Background: an optimization exercise with open tools, aiming at small area, a short achievable clock period and few clock cycles per item. Do not read the settings as production practice. At most, simulation tests tie the RTL to the original design; equivalence was not proved.

Design booth_multiplier, start of the top module:
module booth_multiplier #(
    parameter int N = 64
)(
    input  logic                    clk,
    input  logic                    rst,
    input  logic                    start,
    input  logic signed [N-1:0]     multiplicand,
    input  logic signed [N-1:0]     multiplier,
    output logic signed [(2*N)-1:0] product,
    output logic                    done
);
    logic [63:0]   M;           
    logic [63:0]   Q;           
    logic [65:0]   S, C;        
    logic [7:0]    SL, CL;      
    logic [3:0]    one, two, ng;       
    logic [3:0]    oneb, twob, ngb;    
    logic          first;       
    logic          firstc;      
    logic [2:0]    cnt;
    logic          busy, fin;
    logic [8:0]    lsum;
    logic          cout_g;
    assign lsum   = {1'b0, SL} + {1'b0, CL};
    assign cout_g = first ? 1'b0 : lsum[8];
    function automatic logic [2:0] recode(input logic [2:0] b);
        recode[2] = b[1] ^ b[0];
        recode[1] = (b[2] & ~b[1] & ~b[0]) | (~b[2] & b[1] & b[0]);
  ...
For scale: about 2400 cells after synthesis, about 25000 µm² of cells after synthesis.
==> flow/config.mk <==
export PLATFORM = sky130hd
export DESIGN_NAME = booth_multiplier
export DESIGN_NICKNAME = booth_multiplier
export VERILOG_FILES = /design/flow/design.v
export SDC_FILE = /design/flow/constraint.sdc
export NUM_CORES = 4
export LEC_CHECK = 0
export CAP_MARGIN = 20
export CORE_MARGIN = 2
export CORE_UTILIZATION = 60
export SETUP_SLACK_MARGIN = 3.15
export SLEW_MARGIN = 20
export SYNTH_HIERARCHICAL = 1
export SYNTH_MINIMUM_KEEP_SIZE = 0
export BUFFER_PORTS_ARGS = -buffer_cell sky130_fd_sc_hd__buf_1
==> flow/constraint.sdc <==
create_clock -name core_clock -period 6.0 [get_ports {clk}]
set_input_delay 1.2000 -clock core_clock [delete_from_list [all_inputs] [get_ports {clk}]]
set_output_delay 1.2000 -clock core_clock [all_outputs]
set_load 0.01 [all_outputs]
standard.sh (not shown) runs the stock make flow with config.mk's settings and CLKGATE_MAP_FILE= SYNTH_SCRIPT=/design/flow/synth_recipe.tcl, a recipe that flattens the netlist after the stock synthesis.
==> flow/flow/run.sh <==
#!/bin/bash
# Own layout flow: the standard flow, with the port buffers made from
# sky130_fd_sc_hd__buf_1 cells instead of the default cell.
set -e
cp standard.sh standard_sh.txt
echo "export BUFFER_PORTS_ARGS = -buffer_cell sky130_fd_sc_hd__buf_1" >> config.mk
bash standard.sh > standard.log 2>&1
The baseline finished with timing, DRC and antenna clean.
Testbench counts at the start, summed over its fixed seeds: cycles 2,880, items 288.
Edit:
SETUP_SLACK_MARGIN = 3.25   (was 3.15)
Effect: Fmax climbs by a few percent; worst setup slack improved by 92 ps; count of clock-buffer cells in the layout does not change; register-to-register slack improved by 90 ps; critical path depth climbs by 6.
Edit:
PLACE_DENSITY = 0.7   (was not set)
SETUP_SLACK_MARGIN = 3.3   (was 3.25)
Result:
- area after synthesis stays the same
- non-clock buffer count grows by 19
- wire length fell by 1.0%
- setup slack gains 28 ps
- worst hold slack degrades by 15 ps
- via count came out higher by 1.5%
- final cell count grows by 0.65%
- die area does not change
- design area came out higher by 1.0%
- core utilization came out higher by 0.68 points
Edit:
CORE_UTILIZATION = 70   (was 60)
PLACE_DENSITY = not set   (was 0.7)
SETUP_SLACK_MARGIN = 3.25   (was 3.3)
Outcome:
- The changed run produced a clean layout
- final area is lower slightly
- final cell count is lower by a few percent
- register-to-register slack is worse by 60 ps
- wire length is higher slightly
- count of clock-buffer cells in the layout is lower by 6
- die area is lower by about a fifth
- utilization is higher by 10 points
- synthesized cell count does not change
- sequential share of layout area is higher by 0.17 points
Edit:
CORE_UTILIZATION = 50   (was 70)
SETUP_SLACK_MARGIN = 3.3   (was 3.25)
The changed run finished with timing, DRC and antenna clean. Global-route usage fell by 11 points. Wire length rose by 1.3%.

booth_multiplier, a different RTL version from the one above (not shown whole).
Size in the first run: about 2300 cells after synthesis, ~290 flip-flops, about 260 I/O pins, roughly 25000 µm² of cells after synthesis.
Design booth_multiplier, start of the top module:
module booth_multiplier #(
    parameter int N = 64
)(
    input  logic                    clk,
    input  logic                    rst,
    input  logic                    start,
    input  logic signed [N-1:0]     multiplicand,
    input  logic signed [N-1:0]     multiplier,
    output logic signed [(2*N)-1:0] product,
    output logic                    done
);
    logic [63:0]   M;           
    logic [63:0]   Q;           
    logic [65:0]   S, C;        
    logic [7:0]    SL, CL;      
    logic [3:0]    one, two, ng;    
    logic [2:0]    cnt;
    logic          busy, fin;
    logic [8:0]    lsum;
    logic          cout;
    assign lsum = {1'b0, SL} + {1'b0, CL};
    assign cout = lsum[8];
    function automatic logic [2:0] recode(input logic [2:0] b);
        recode[2] = b[1] ^ b[0];
        recode[1] = (b[2] & ~b[1] & ~b[0]) | (~b[2] & b[1] & b[0]);
        recode[0] = b[2];
    endfunction
    logic [8:0] nb;       
    logic [3:0] one_n, two_n, ng_n;
    always_comb begin
        if (start) nb = {multiplier[7:0], 1'b0};
        else       nb = Q[15:7];
        for (int j = 0; j < 4; j++)
            {one_n[j], two_n[j], ng_n[j]} = recode(nb[2*j +: 3]);
    end
    logic [65:0] pp0;
    logic [65:0] pp1;
    logic [65:0] pp2;
    logic [65:0] pp3;
    always_comb begin
        pp0[0] = ng[0] ^ (one[0] & M[0]);
        for (int i = 1; i < 64; i++) pp0[i] = ng[0] ^ ((one[0] & M[i]) | (two[0] & M[i-1]));
  ...
export LEC_CHECK = 0
export CAP_MARGIN = 20
export CORE_MARGIN = 2
export CORE_UTILIZATION = 40
export SETUP_SLACK_MARGIN = 3.5
export SLEW_MARGIN = 20
export SYNTH_HIERARCHICAL = 1
export SYNTH_MINIMUM_KEEP_SIZE = 0
create_clock -name core_clock -period 6.0 [get_ports {clk}]
run.sh (not shown) runs the stock make flow with config.mk's settings and CLKGATE_MAP_FILE= SYNTH_SCRIPT=/design/flow/synth_recipe.tcl, a recipe that flattens the netlist after the stock synthesis.
Stock flow here: none of the scripts above is used.
The starting point completed without violations.
Then changed:
- SETUP_SLACK_MARGIN: 3.5 -> 3.0
Worst setup slack gains 0.059 ns.
Final cell count goes down by a few percent.
Wire length shrinks by about a fifth.
Critical path depth is unchanged.
Global-route usage came out lower by 6.0 points.
No functional check of the RTL was part of any run of this note.

RTL: one of the versions met above, not the one the previous note started from.
For scale: ~2400 cells after synthesis.
Settings: LEC_CHECK=0, CAP_MARGIN=20, CORE_MARGIN=2, CORE_UTILIZATION=60, SETUP_SLACK_MARGIN=3.4, SLEW_MARGIN=20, SYNTH_HIERARCHICAL=1, SYNTH_MINIMUM_KEEP_SIZE=0, BUFFER_PORTS_ARGS=-buffer_cell sky130_fd_sc_hd__buf_1; clock period 6.0 ns.
standard.sh (not shown) runs the stock make flow with config.mk's settings and CLKGATE_MAP_FILE= SYNTH_SCRIPT=/design/flow/synth_recipe.tcl, a recipe that flattens the netlist after the stock synthesis.
Scripts as last shown in full above: flow/flow/run.sh
Testbench counts at the start, summed over its fixed seeds: cycles 2,880, items 288.
Edit:
--- a/flow/config.mk
+++ b/flow/config.mk
@@ -10,3 +10,3 @@
 export CORE_UTILIZATION = 60
-export SETUP_SLACK_MARGIN = 3.4
+export SETUP_SLACK_MARGIN = 3.3
 export SLEW_MARGIN = 20
Result: The changed run produced a clean layout; wire length goes down by about 6%; setup slack gains 47 ps; sequential share of layout area goes up by 1.5 points; fmax goes up by 1.8%; final area goes down by about 6%; clock-buffer cell count stays the same; final cell count goes down by 2.7%; area after synthesis stays the same; global-route usage goes down by 1.4 points.

booth_multiplier, a different RTL version from the one above (not shown whole).
Size in the first run: roughly 290 flip-flops, about 260 I/O pins, roughly 25000 µm² of cells after synthesis.
==> flow/design.v (excerpt) <==
module booth_multiplier #(
    parameter int N = 64
)(
    input  logic                    clk,
    input  logic                    rst,
    input  logic                    start,
    input  logic signed [N-1:0]     multiplicand,
    input  logic signed [N-1:0]     multiplier,
    output logic signed [(2*N)-1:0] product,
    output logic                    done
);
clock: 6.0 ns
lec_check: 0
cap_margin: 20
core_margin: 2
core_utilization: 40
setup_slack_margin: 3.0
slew_margin: 20
synth_hierarchical: 1
synth_minimum_keep_size: 0
run.sh (not shown) runs the stock make flow with config.mk's settings and CLKGATE_MAP_FILE= SYNTH_SCRIPT=/design/flow/synth_recipe.tcl, a recipe that flattens the netlist after the stock synthesis.
Stock flow here: none of the scripts above is used.
Then changed:
SETUP_SLACK_MARGIN = unset   (was 3.0)
Result: Cell area came out lower by 7.9%. Routed wire length drops by about 11%. Die area stays the same. Hold slack improved by 0.011 ns. Setup slack is worse by 0.43 ns. Area after synthesis does not change.
No run of this note included a check of the RTL's function; only the layout flow was run.

## run 1
Another version of the RTL of booth_multiplier (not shown whole).
Size: ~2500 cells after synthesis, roughly 260 I/O pins, about 25000 µm² of cells after synthesis.
Settings: LEC_CHECK=0, CAP_MARGIN=20, CORE_MARGIN=2, CORE_UTILIZATION=40, SETUP_SLACK_MARGIN=3.0, SLEW_MARGIN=20, SYNTH_HIERARCHICAL=1, SYNTH_MINIMUM_KEEP_SIZE=0, BUFFER_PORTS_ARGS=-buffer_cell sky130_fd_sc_hd__buf_2; clock period 6.0 ns.
standard.sh (not shown) runs the stock make flow with config.mk's settings and CLKGATE_MAP_FILE= SYNTH_SCRIPT=/design/flow/synth_recipe.tcl, a recipe that flattens the netlist after the stock synthesis.
==> flow/flow/run.sh <==
#!/bin/bash
# Own layout flow: the standard flow, with the port buffers made from
# sky130_fd_sc_hd__buf_2 cells instead of the default cell.
set -e
cp standard.sh standard_sh.txt
echo "export BUFFER_PORTS_ARGS = -buffer_cell sky130_fd_sc_hd__buf_2" >> config.mk
bash standard.sh > standard.log 2>&1
Run 1 completed end to end with timing, DRC and antenna clean.
Testbench counts of run 1, summed over its fixed seeds: cycles 2,880, items 288.
Edits applied to the flow inputs when going from run 1 to run 2:
Settings: BUFFER_PORTS_ARGS: -buffer_cell sky130_fd_sc_hd__buf_2 -> unset; CTS_BUF_LIST: unset -> sky130_fd_sc_hd__clkbuf_4 sky130_fd_sc_hd__clkbuf_8.
==> flow/run.sh (new file) <==
#!/bin/bash
# synth_recipe.tcl (not shown) runs the flow's synth.tcl, then flattens the netlist and writes it again
# the make line also repeats each setting of config.mk as NAME=value (left out here)
make -C /OpenROAD-flow-scripts/flow DESIGN_CONFIG=/design/flow/config.mk WORK_HOME=/design/flow/orfs CLKGATE_MAP_FILE= SYNTH_SCRIPT=/design/flow/synth_recipe.tcl finish
removed: flow/flow/run.sh
removed: flow/standard.sh
Results
- Of run 1 and run 2, the run reporting the higher maximum cell stage delay along the critical path was run 1.
- Re placed instance area: run 2 is 1300 µm² up on run 1.
- Going from run 1 to run 2, highest clock rate now sits lower; overall via count from detail_route now sits higher; transition time at the pin with the least slew margin now sits higher; number of detailed-routing iterations run before antenna repair now sits higher.
- Comparing run 1 against run 2, there is no change at all in port buffer count.
For run 3, these inputs were changed with respect to run 2:
Settings: changing CORE_UTILIZATION from 40 to 60; setting BUFFER_PORTS_ARGS to -buffer_cell sky130_fd_sc_hd__buf_2 for the first time; changing CTS_BUF_LIST from sky130_fd_sc_hd__clkbuf_4 sky130_fd_sc_hd__clkbuf_8 to sky130_fd_sc_hd__clkbuf_8; setting CTS_CLUSTER_SIZE to 40 for the first time.
==> flow/flow/run.sh (new file) <==
#!/bin/bash
# Own layout flow: the standard flow, with the port buffers made from
# sky130_fd_sc_hd__buf_2 cells instead of the default cell.
set -e
cp standard.sh standard_sh.txt
echo "export BUFFER_PORTS_ARGS = -buffer_cell sky130_fd_sc_hd__buf_2" >> config.mk
bash standard.sh > standard.log 2>&1
==> flow/standard.sh (new file) <==
#!/bin/bash
# synth_recipe.tcl (not shown) runs the flow's synth.tcl, then flattens the netlist and writes it again
# the make line also repeats each setting of config.mk as NAME=value (left out here)
make -C /OpenROAD-flow-scripts/flow DESIGN_CONFIG=/design/flow/config.mk WORK_HOME=/design/flow/orfs CLKGATE_MAP_FILE= SYNTH_SCRIPT=/design/flow/synth_recipe.tcl "${@:-finish}"
removed: flow/run.sh
### Flow results
- Run 3 -> run 2: I/O pin count delta 0, exact match
- Changes observed in run 3 relative to run 2: cell area dropped 2200 µm², final core utilization climbed 19 points, minimum setup slack after placement climbed 0.24 ns.
- Per the comparison of run 3 with run 2, per-cell via count in the routed design saw an increase; buffer share of cell area saw a decrease.
Input changes introduced in run 4 (baseline for comparison: run 3):
Settings: clearing CTS_CLUSTER_SIZE, which used to be 40; clearing CTS_BUF_LIST, which used to be sky130_fd_sc_hd__clkbuf_8.
Findings:
- Compared to run 3, run 4 has global routing met1 resource utilization 0.33 points lower.
- Between run 3 and run 4, final area increased.
- Looking only at actual slew at the worst max-slew pin, and setting everything else aside, the lower value of run 3 and run 4 goes to run 3.
- Setup slack in run 4 is smaller than in run 3.
- Run 3 and run 4 ended up with nearly the same sequential share of cell area.
- Compared with run 3, routed via count divided by cell count in run 4 decreased slightly.
- Total wirelength of the detailed-routed design, run 4 vs run 3: down slightly
- A capturing element of the worst setup path of S[51] is what run 3 shows, while S[46] belongs to run 4.
- Critical path depth, run 3 and run 4, higher one = run 4.
- Across both runs, non-clock buffer instance count of the final layout was lower for run 4 than for run 3.

afterwards: timing with drivers on the ports:
How much do the figures lean on ideal ports? The routed layouts below were timed once more, with nothing changed but the port constraints. Step 1 (the two cells are an assumption about what drives the block):
set clk [get_ports {clk}]
set_driving_cell -lib_cell sky130_fd_sc_hd__clkbuf_16 $clk
set_driving_cell -lib_cell sky130_fd_sc_hd__buf_2 [delete_from_list [all_inputs] $clk]
Step 2 also shifts input and output timing later by t, the mid clock arrival at the registers, as if the neighbouring blocks saw the same clock. Three values: ideal, step 1, step 2; two values: the first two.
run | t (ns) | slack for setup (ns) | worst hold slack (ns)
the first run of note 1 | 0.616 | 3.216 / 3.216 / 2.671 | 0.499 / 0.461 / 0.516
the second run of note 1 | 0.615 | 3.308 / 3.308 / 2.950 | 0.495 / 0.457 / 0.516
the third run of note 1 | 0.617 | 3.336 / 3.329 / 2.938 | 0.480 / 0.464 / 0.515
the fourth run of note 1 | 0.609 | 3.276 / 3.276 / 2.998 | 0.487 / 0.472 / 0.524
the fifth run of note 1 | 0.615 | 3.328 / 3.328 / 2.910 | 0.484 / 0.465 / 0.509
the first run of note 2 | 0.620 | 2.706 / 2.706 / 2.493 | 0.459 / 0.459 / 0.459
the second run of note 2 | 0.607 | 2.765 / 2.765 / 2.253 | 0.498 / 0.498 / 0.498
the first run of note 3 | 0.623 | 3.307 / 3.250 / 2.964 | 0.497 / 0.459 / 0.514
the second run of note 3 | 0.615 | 3.354 / 3.313 / 2.953 | 0.501 / 0.462 / 0.515
the first run of note 4 | 0.627 | 2.762 / 2.762 / 2.562 | 0.484 / 0.484 / 0.484
the second run of note 4 | 0.625 | 2.329 / 2.329 / 2.199 | 0.495 / 0.495 / 0.495
run 1 | 0.635 | 3.014 / 3.014 / 2.539 | 0.477 / 0.451 / 0.477
run 2 | 0.742 | 2.903 / 2.903 / 2.558 | 0.487 / 0.487 / 0.487
run 3 | 0.702 | 3.032 / 3.032 / 2.620 | 0.406 / 0.405 / 0.486
run 4 | 0.621 | 2.941 / 2.941 / 2.606 | 0.483 / 0.483 / 0.483
After both steps setup and hold are still met in every run listed. For the first run of note 1, which loses most, drivers alone change the setup slack by 0.000 ns; drivers and shift together by -0.545 ns.
